This is an optimization exercise on Yosys and OpenROAD, whose aim is small area, not a production implementation. Function was checked by simulation only, so behaviour that the tests miss may differ from the original. The clock port is modelled as an ideal driver; clocking choices that lean on that would not hold on a real chip. Power is estimated from default activity; no workload was simulated.

==> flow/design.v (excerpt) <==
module multiple (
    input CLOCK_50,        
    input rst,             
    input UART_RXD,        
    output UART_TXD,       
    input SWITCH_1,        
    output [7:0] lcd_data, 
    output lcd_rs,         
    output lcd_rw,         
    output lcd_en          
);
    reg       rx_busy;
    reg [8:0] rx_sr;
    reg [8:0] rx_baud;
    wire rx_tick  = (rx_baud == 9'd28);    
    wire rx_ready = !rx_busy & rx_sr[0];
    wire [7:0] rx_data = rx_sr[8:1];
    always @(posedge CLOCK_50) begin
        if (rst)
            rx_busy <= 1'b0;
        else if (!rx_busy)
            rx_busy <= !UART_RXD;
        else if (rx_tick && rx_sr[0])
            rx_busy <= 1'b0;
    end
    always @(posedge CLOCK_50) begin
        if (rst)
            rx_sr[0] <= 1'b0;
        else if (!rx_busy) begin
            if (!UART_RXD) rx_sr[0] <= 1'b0;
        end else if (rx_tick && !rx_sr[0])
            rx_sr[0] <= rx_sr[1];
    end
    always @(posedge CLOCK_50) begin
        if (!rx_busy) begin
            if (!UART_RXD) rx_sr[8:1] <= 8'h80;
            rx_baud <= 9'd82;     
        end else if (rx_tick) begin
  ...
export LEC_CHECK = 0
export CAP_MARGIN = 20
export CORE_MARGIN = 2
export CORE_UTILIZATION = 65
export CTS_BUF_LIST = sky130_fd_sc_hd__clkbuf_4
export SLEW_MARGIN = 20
create_clock -name core_clock -period 10.0 [get_ports {CLOCK_50}]
standard.sh (not shown) runs the stock make flow with config.mk's settings and CLKGATE_MAP_FILE= SYNTH_SCRIPT=/design/flow/synth_recipe.tcl, a recipe that flattens the netlist after the stock synthesis.
==> flow/flow/run.sh <==
#!/bin/bash
# Standard ORFS flow (the standard.sh) with these layout options changed:
#  - port buffers use sky130_fd_sc_hd__buf_1;
#  - the clock tree uses clkbuf_4 and no dummy loads; after CTS, leaf
#    buffers whose sinks would see too slow a clock edge become clkbuf_8
#    (flow/resize_clk.tcl, run as ORFS's POST_CTS_TCL hook).
# Each tool's output goes to ORFS's own logs; make's output to flow.log.
HERE=$(pwd)
bash standard.sh \
  "BUFFER_PORTS_ARGS=-buffer_cell sky130_fd_sc_hd__buf_1" \
  "CTS_ARGS=-sink_clustering_enable -repair_clock_nets -dont_use_dummy_load -buf_list sky130_fd_sc_hd__clkbuf_4" \
  "POST_CTS_TCL=$HERE/flow/resize_clk.tcl" \
  finish > flow.log 2>&1
==> flow/flow/resize_clk.tcl <==
# Upsize clock-tree buffers whose flip-flop sinks see a slew above the threshold.
set_propagated_clock [all_clocks]
estimate_parasitics -placement
set changed 0
foreach inst [get_cells *] {
  set m [get_property $inst ref_name]
  if {$m == "sky130_fd_sc_hd__clkbuf_4"} {
    set out [get_pins -of_objects $inst -filter "direction==output"]
    set net [get_nets -of_objects $out]
    set w 0
    foreach p [get_pins -of_objects $net -filter "direction==input"] {
      set s [get_property $p slew_max]
      if {$s > $w} { set w $s }
    }
    if {$w > 0.126} {
      replace_cell $inst sky130_fd_sc_hd__clkbuf_8
      incr changed
      puts "resize_clk: [get_property $inst name] worst sink slew $w -> clkbuf_8"
    }
  }
}
puts "resize_clk: upsized $changed clock buffers"
if {$changed > 0} {
  detailed_placement
  check_placement -verbose
  estimate_parasitics -placement
}
The first run ran to the end with no violations.
Rerun with:
--- a/flow/flow/resize_clk.tcl
+++ b/flow/flow/resize_clk.tcl
@@ -14,3 +14,3 @@
     }
-    if {$w > 0.126} {
+    if {$w > 0.120} {
       replace_cell $inst sky130_fd_sc_hd__clkbuf_8
After rerunning: The new run finished with timing, DRC and antenna clean. Clock skew drops by 0.0058 ns. Maximum frequency hardly moves. Global-route usage does not change. Critical path depth does not change.

---

Setup of job 354:
The RTL this note starts from:
==> flow/design.v <==
module multiple (
    input CLOCK_50,        
    input rst,             
    input UART_RXD,        
    output UART_TXD,       
    input SWITCH_1,        
    output [7:0] lcd_data, 
    output lcd_rs,         
    output lcd_rw,         
    output lcd_en          
);
    reg       rx_busy;
    reg [8:0] rx_sr;
    reg [8:0] rx_baud;
    wire rx_tick  = (rx_baud == 9'd28);    
    wire rx_ready = !rx_busy & rx_sr[0];
    wire [7:0] rx_data = rx_sr[8:1];
    always @(posedge CLOCK_50) begin
        if (rst)
            rx_busy <= 1'b0;
        else if (!rx_busy)
            rx_busy <= !UART_RXD;
        else if (rx_tick && rx_sr[0])
            rx_busy <= 1'b0;
    end
    always @(posedge CLOCK_50) begin
        if (rst)
            rx_sr[0] <= 1'b0;
        else if (!rx_busy) begin
            if (!UART_RXD) rx_sr[0] <= 1'b0;
        end else if (rx_tick && !rx_sr[0])
            rx_sr[0] <= rx_sr[1];
    end
    always @(posedge CLOCK_50) begin
        if (!rx_busy) begin
            if (!UART_RXD) rx_sr[8:1] <= 8'h80;
            rx_baud <= 9'd82;     
        end else if (rx_tick) begin
            rx_baud <= 9'd0;
            if (!rx_sr[0]) rx_sr[8:1] <= {UART_RXD, rx_sr[8:2]};
        end else
            rx_baud <= {rx_baud[7:0], ~(rx_baud[8] ^ rx_baud[4])};
    end
    reg [127:0] mb;
    reg [3:0]   idx;
    reg         wrapped;
    reg         w15;
    wire at15 = &idx;
    wire rot  = rx_ready | at15;
    wire [7:0] rot_in = rx_ready ? rx_data : mb[7:0];
    wire entry_valid = wrapped & (!at15 | w15);
    always @(posedge CLOCK_50)
        if (rot) mb <= {rot_in, mb[127:8]};
    always @(posedge CLOCK_50) begin
        if (rst) begin
            idx <= 4'd0;
            wrapped <= 1'b0;
            w15 <= 1'b0;
        end else begin
            if (rot) idx <= idx + 4'd1;
            if (at15) wrapped <= 1'b1;
            if (at15 & rx_ready) w15 <= 1'b1;
        end
    end
    reg [4:0] div;
    reg [9:0] cnt;
    reg       lcd_w;
    reg [7:0] data_q;
    wire tick = (div == 5'd29);                  
    wire [4:0] lo = cnt[4:0];
    wire [4:0] hi = cnt[9:5];
    wire done = (hi == 5'd23);                   
    wire lo_wrap = (lo == 5'd27);                
    wire init_end = (cnt == 10'd712);            
    wire wr_tick = tick & lcd_w & !done & rx_ready;
    wire [4:0] lo_next = lo_wrap ? 5'd0 : {lo[3:0], ~(lo[4] ^ lo[2])};
    wire [4:0] hi_next = lo_wrap ? {hi[3:0], ~(hi[4] ^ hi[2])} : hi;
    always @(posedge CLOCK_50) begin
        if (rst)
            div <= 5'd17;                        
        else if (tick)
            div <= 5'd0;
        else
            div <= {div[3:0], ~(div[4] ^ div[2])};
    end
    always @(posedge CLOCK_50) begin
        if (rst) begin
            cnt <= 10'd0;
            lcd_w <= 1'b0;
        end else if (tick && !lcd_w) begin
            if (init_end) begin
                lcd_w <= 1'b1;
                cnt <= 10'd0;
            end else
                cnt <= {cnt[8:0], ~(cnt[9] ^ cnt[6])};
        end else if (wr_tick)
            cnt <= {hi_next, lo_next};
    end
    always @(posedge CLOCK_50) begin
        if (rst)
            data_q <= 8'h00;
        else if (wr_tick)
            data_q <= entry_valid ? mb[7:0] : 8'h00;
    end
    assign lcd_data = data_q;
    assign lcd_en = lcd_w & (|lo);
    assign lcd_rs = lcd_w & (|cnt);
    assign lcd_rw = 1'b0;
    reg [1:0] st;
    reg       sel;
    reg       tx_start;
    reg       tx_busy;
    always @(posedge CLOCK_50) begin
        if (rst) begin
            st <= 2'b00;
            tx_start <= 1'b0;
        end else if (SWITCH_1) begin
            if (!st[0]) begin
                if (!tx_busy) begin
                    tx_start <= 1'b1;
                    st[0] <= 1'b1;
                end
            end else if (tx_busy)
                tx_start <= 1'b0;
            else
                st <= {~st[1], 1'b0};
        end else
            st <= 2'b00;
    end
    always @(posedge CLOCK_50)
        if (SWITCH_1 && !st[0] && !tx_busy) sel <= st[1];
    reg       tx_sel;
    reg [3:0] tx_bc;
    reg [8:0] tx_baud;
    wire tx_tick = (tx_baud == 9'd28);           
    always @(posedge CLOCK_50) begin
        if (rst)
            tx_busy <= 1'b0;
        else if (!tx_busy)
            tx_busy <= tx_start;
        else if (tx_tick && tx_bc == 4'd9)
            tx_busy <= 1'b0;
    end
    always @(posedge CLOCK_50) begin
        if (!tx_busy) begin
            tx_sel <= sel;
            tx_bc <= 4'd0;
            tx_baud <= 9'd0;
        end else if (tx_tick) begin
            tx_baud <= 9'd0;
            tx_bc <= {tx_bc[2:0], ~(tx_bc[3] ^ tx_bc[2])};
        end else
            tx_baud <= {tx_baud[7:0], ~(tx_baud[8] ^ tx_baud[4])};
    end
    reg tx_bit;
    always @(*) begin
        case (tx_bc)
            4'd3: tx_bit = !tx_sel;              
            4'd7: tx_bit = tx_sel;               
            4'd13, 4'd11, 4'd9: tx_bit = 1'b1;   
            default: tx_bit = 1'b0;
        endcase
    end
    assign UART_TXD = !tx_busy | tx_bit;
endmodule
Settings: LEC_CHECK=0, CAP_MARGIN=0, CORE_MARGIN=2, CORE_UTILIZATION=65, CTS_BUF_LIST=sky130_fd_sc_hd__clkbuf_8, SLEW_MARGIN=0; clock period 10.0 ns.
run.sh (not shown) runs the stock make flow with config.mk's settings and CLKGATE_MAP_FILE= SYNTH_SCRIPT=/design/flow/synth_recipe.tcl, a recipe that flattens the netlist after the stock synthesis.
Stock flow here: none of the scripts above is used.
Relative to job 354, the following input files were edited for job 4087:
- a change of SLEW_MARGIN from 0 to 20
- a change of CORE_UTILIZATION from 65 to 40
- a change of CAP_MARGIN from 0 to 20
Results
Job 4087 finished every step from synthesis to the final layout, and the layout passed the timing, design-rule and antenna checks.
Job 354 and job 4087 ended up with nearly the same netlist area before placement.
Core utilization: job 4087 lower than job 354
Job 4087 vs. job 354: share of final layout cell area taken by non-clock buffers closely matched the old numbers; minimum clock period after layout rose 0.027 ns.
Compared with job 354, in job 4087 number of nets in the synthesized netlist held, met2 capacity usage during global routing went down 9.2 points.
Job 4087 contains more vias than job 354.
Going from job 354 to job 4087, first-pass GRT wire length shows an increase of about 5%, final wirelength shows an increase of 3.6%.
[inputs] job 3884 vs job 4087
- CORE_UTILIZATION: 40 -> 65
==> flow/flow/run.sh (new file) <==
#!/bin/bash
# Standard ORFS flow with two layout options changed: plain buf_1 cells for
# the port buffers, and no dummy loads in the clock tree.
bash standard.sh \
  "BUFFER_PORTS_ARGS=-buffer_cell sky130_fd_sc_hd__buf_1" \
  "CTS_ARGS=-sink_clustering_enable -repair_clock_nets -dont_use_dummy_load -buf_list sky130_fd_sc_hd__clkbuf_8" \
  finish > flow.log 2>&1
==> flow/standard.sh (new file) <==
#!/bin/bash
# synth_recipe.tcl (not shown) runs the flow's synth.tcl, then flattens the netlist and writes it again
# the make line also repeats each setting of config.mk as NAME=value (left out here)
make -C /OpenROAD-flow-scripts/flow DESIGN_CONFIG=/design/flow/config.mk WORK_HOME=/design/flow/orfs CLKGATE_MAP_FILE= SYNTH_SCRIPT=/design/flow/synth_recipe.tcl "${@:-finish}"
removed: flow/run.sh
==> comparison <==
Going from job 4087 to job 3884, die area lost 6700 um^2; maximum buffer depth of the clock tree neither gained nor lost much; routed wire length lost about 9%; post-route standard cell area excluding fillers lost 420 um^2. In the reports for job 4087 and job 3884, the larger clock network area share belongs to job 4087. Against job 4087, job 3884 comes in about 20% lower on floorplan die height. In the flow results for job 4087 and job 3884, the final critical-path share of the clock period is larger on job 4087. Diff job 4087 and job 3884: total power higher in job 4087. Post-route non-filler standard cell count (job 3884 vs. job 4087) decreases by more than 10%. In the metrics for job 4087 and job 3884, the one carrying the lower slack of the critical path is job 4087.
Modified inputs, job 338 compared to job 3884
- swapping 65 for 80 in CORE_UTILIZATION
- swapping sky130_fd_sc_hd__clkbuf_8 for sky130_fd_sc_hd__clkbuf_4 in CTS_BUF_LIST
==> flow/run.sh (new file) <==
#!/bin/bash
# synth_recipe.tcl (not shown) runs the flow's synth.tcl, then flattens the netlist and writes it again
# the make line also repeats each setting of config.mk as NAME=value (left out here)
make -C /OpenROAD-flow-scripts/flow DESIGN_CONFIG=/design/flow/config.mk WORK_HOME=/design/flow/orfs CLKGATE_MAP_FILE= SYNTH_SCRIPT=/design/flow/synth_recipe.tcl finish
removed: flow/flow/run.sh
removed: flow/standard.sh
Results
In job 338, the half-perimeter wire length after placement came out 35% above the value in job 3884.
Job 338 vs job 3884 — weighted congestion at the end of routability-driven global placement climbed by a few percent
Reported for job 338 and job 3884, complex-gate fraction of the synthesized area turned out identical to the last digit.
Summary across job 338 and job 3884: the single failing run is job 338.
Job 338 | ERROR | 3_5_place_dp
Compared with job 3884, in job 338 synthesized cell count roughly the same, die span in x lower, number of core rows lower, starting utilization of the core area higher, die boundary height lower.
Comparing job 3884 against job 338, there is no change at all in async set-or-reset flop fraction in the synthesized netlist.

## port drivers added, routing unchanged
Ports are ideal in the flow. The routed layouts listed here were re-timed in OpenROAD.
Step 1 (the two cells are an assumption about what drives the block):
set clk [get_ports {CLOCK_50}]
set_driving_cell -lib_cell sky130_fd_sc_hd__clkbuf_16 $clk
set_driving_cell -lib_cell sky130_fd_sc_hd__buf_2 [delete_from_list [all_inputs] $clk]
Step 2, shift: input delay + t, output delay - t, t = (earliest + latest rising clock arrival at the registers) / 2. This alone moves slack from input paths to output paths.
Slacks: no drivers / after step 1 / after step 2; pairs: no drivers / after step 1.
| run | t (ns) | setup WS [ns] | clock arrival spread, ns | worst register clock-pin slew, ns | cell pins on the clock port's net |
|---|---|---|---|---|---|
| the first run of note 1 | 0.443 | 5.778 / 5.747 / 6.190 | 0.040 / 0.040 | 0.12 / 0.12 | 1 |
| the second run of note 1 | 0.446 | 5.772 / 5.742 / 6.187 | 0.039 / 0.039 | 0.12 / 0.12 | 1 |
| job 354 | 0.480 | 5.694 / 5.661 / 6.141 | 0.010 / 0.010 | 0.09 / 0.09 | 1 |
| job 4087 | 0.477 | 5.667 / 5.631 / 6.109 | 0.013 / 0.013 | 0.10 / 0.10 | 1 |
| job 3884 | 0.467 | 6.066 / 6.033 / 6.500 | 0.021 / 0.021 | 0.09 / 0.09 | 1 |
After both steps setup and hold are still met in every run listed.
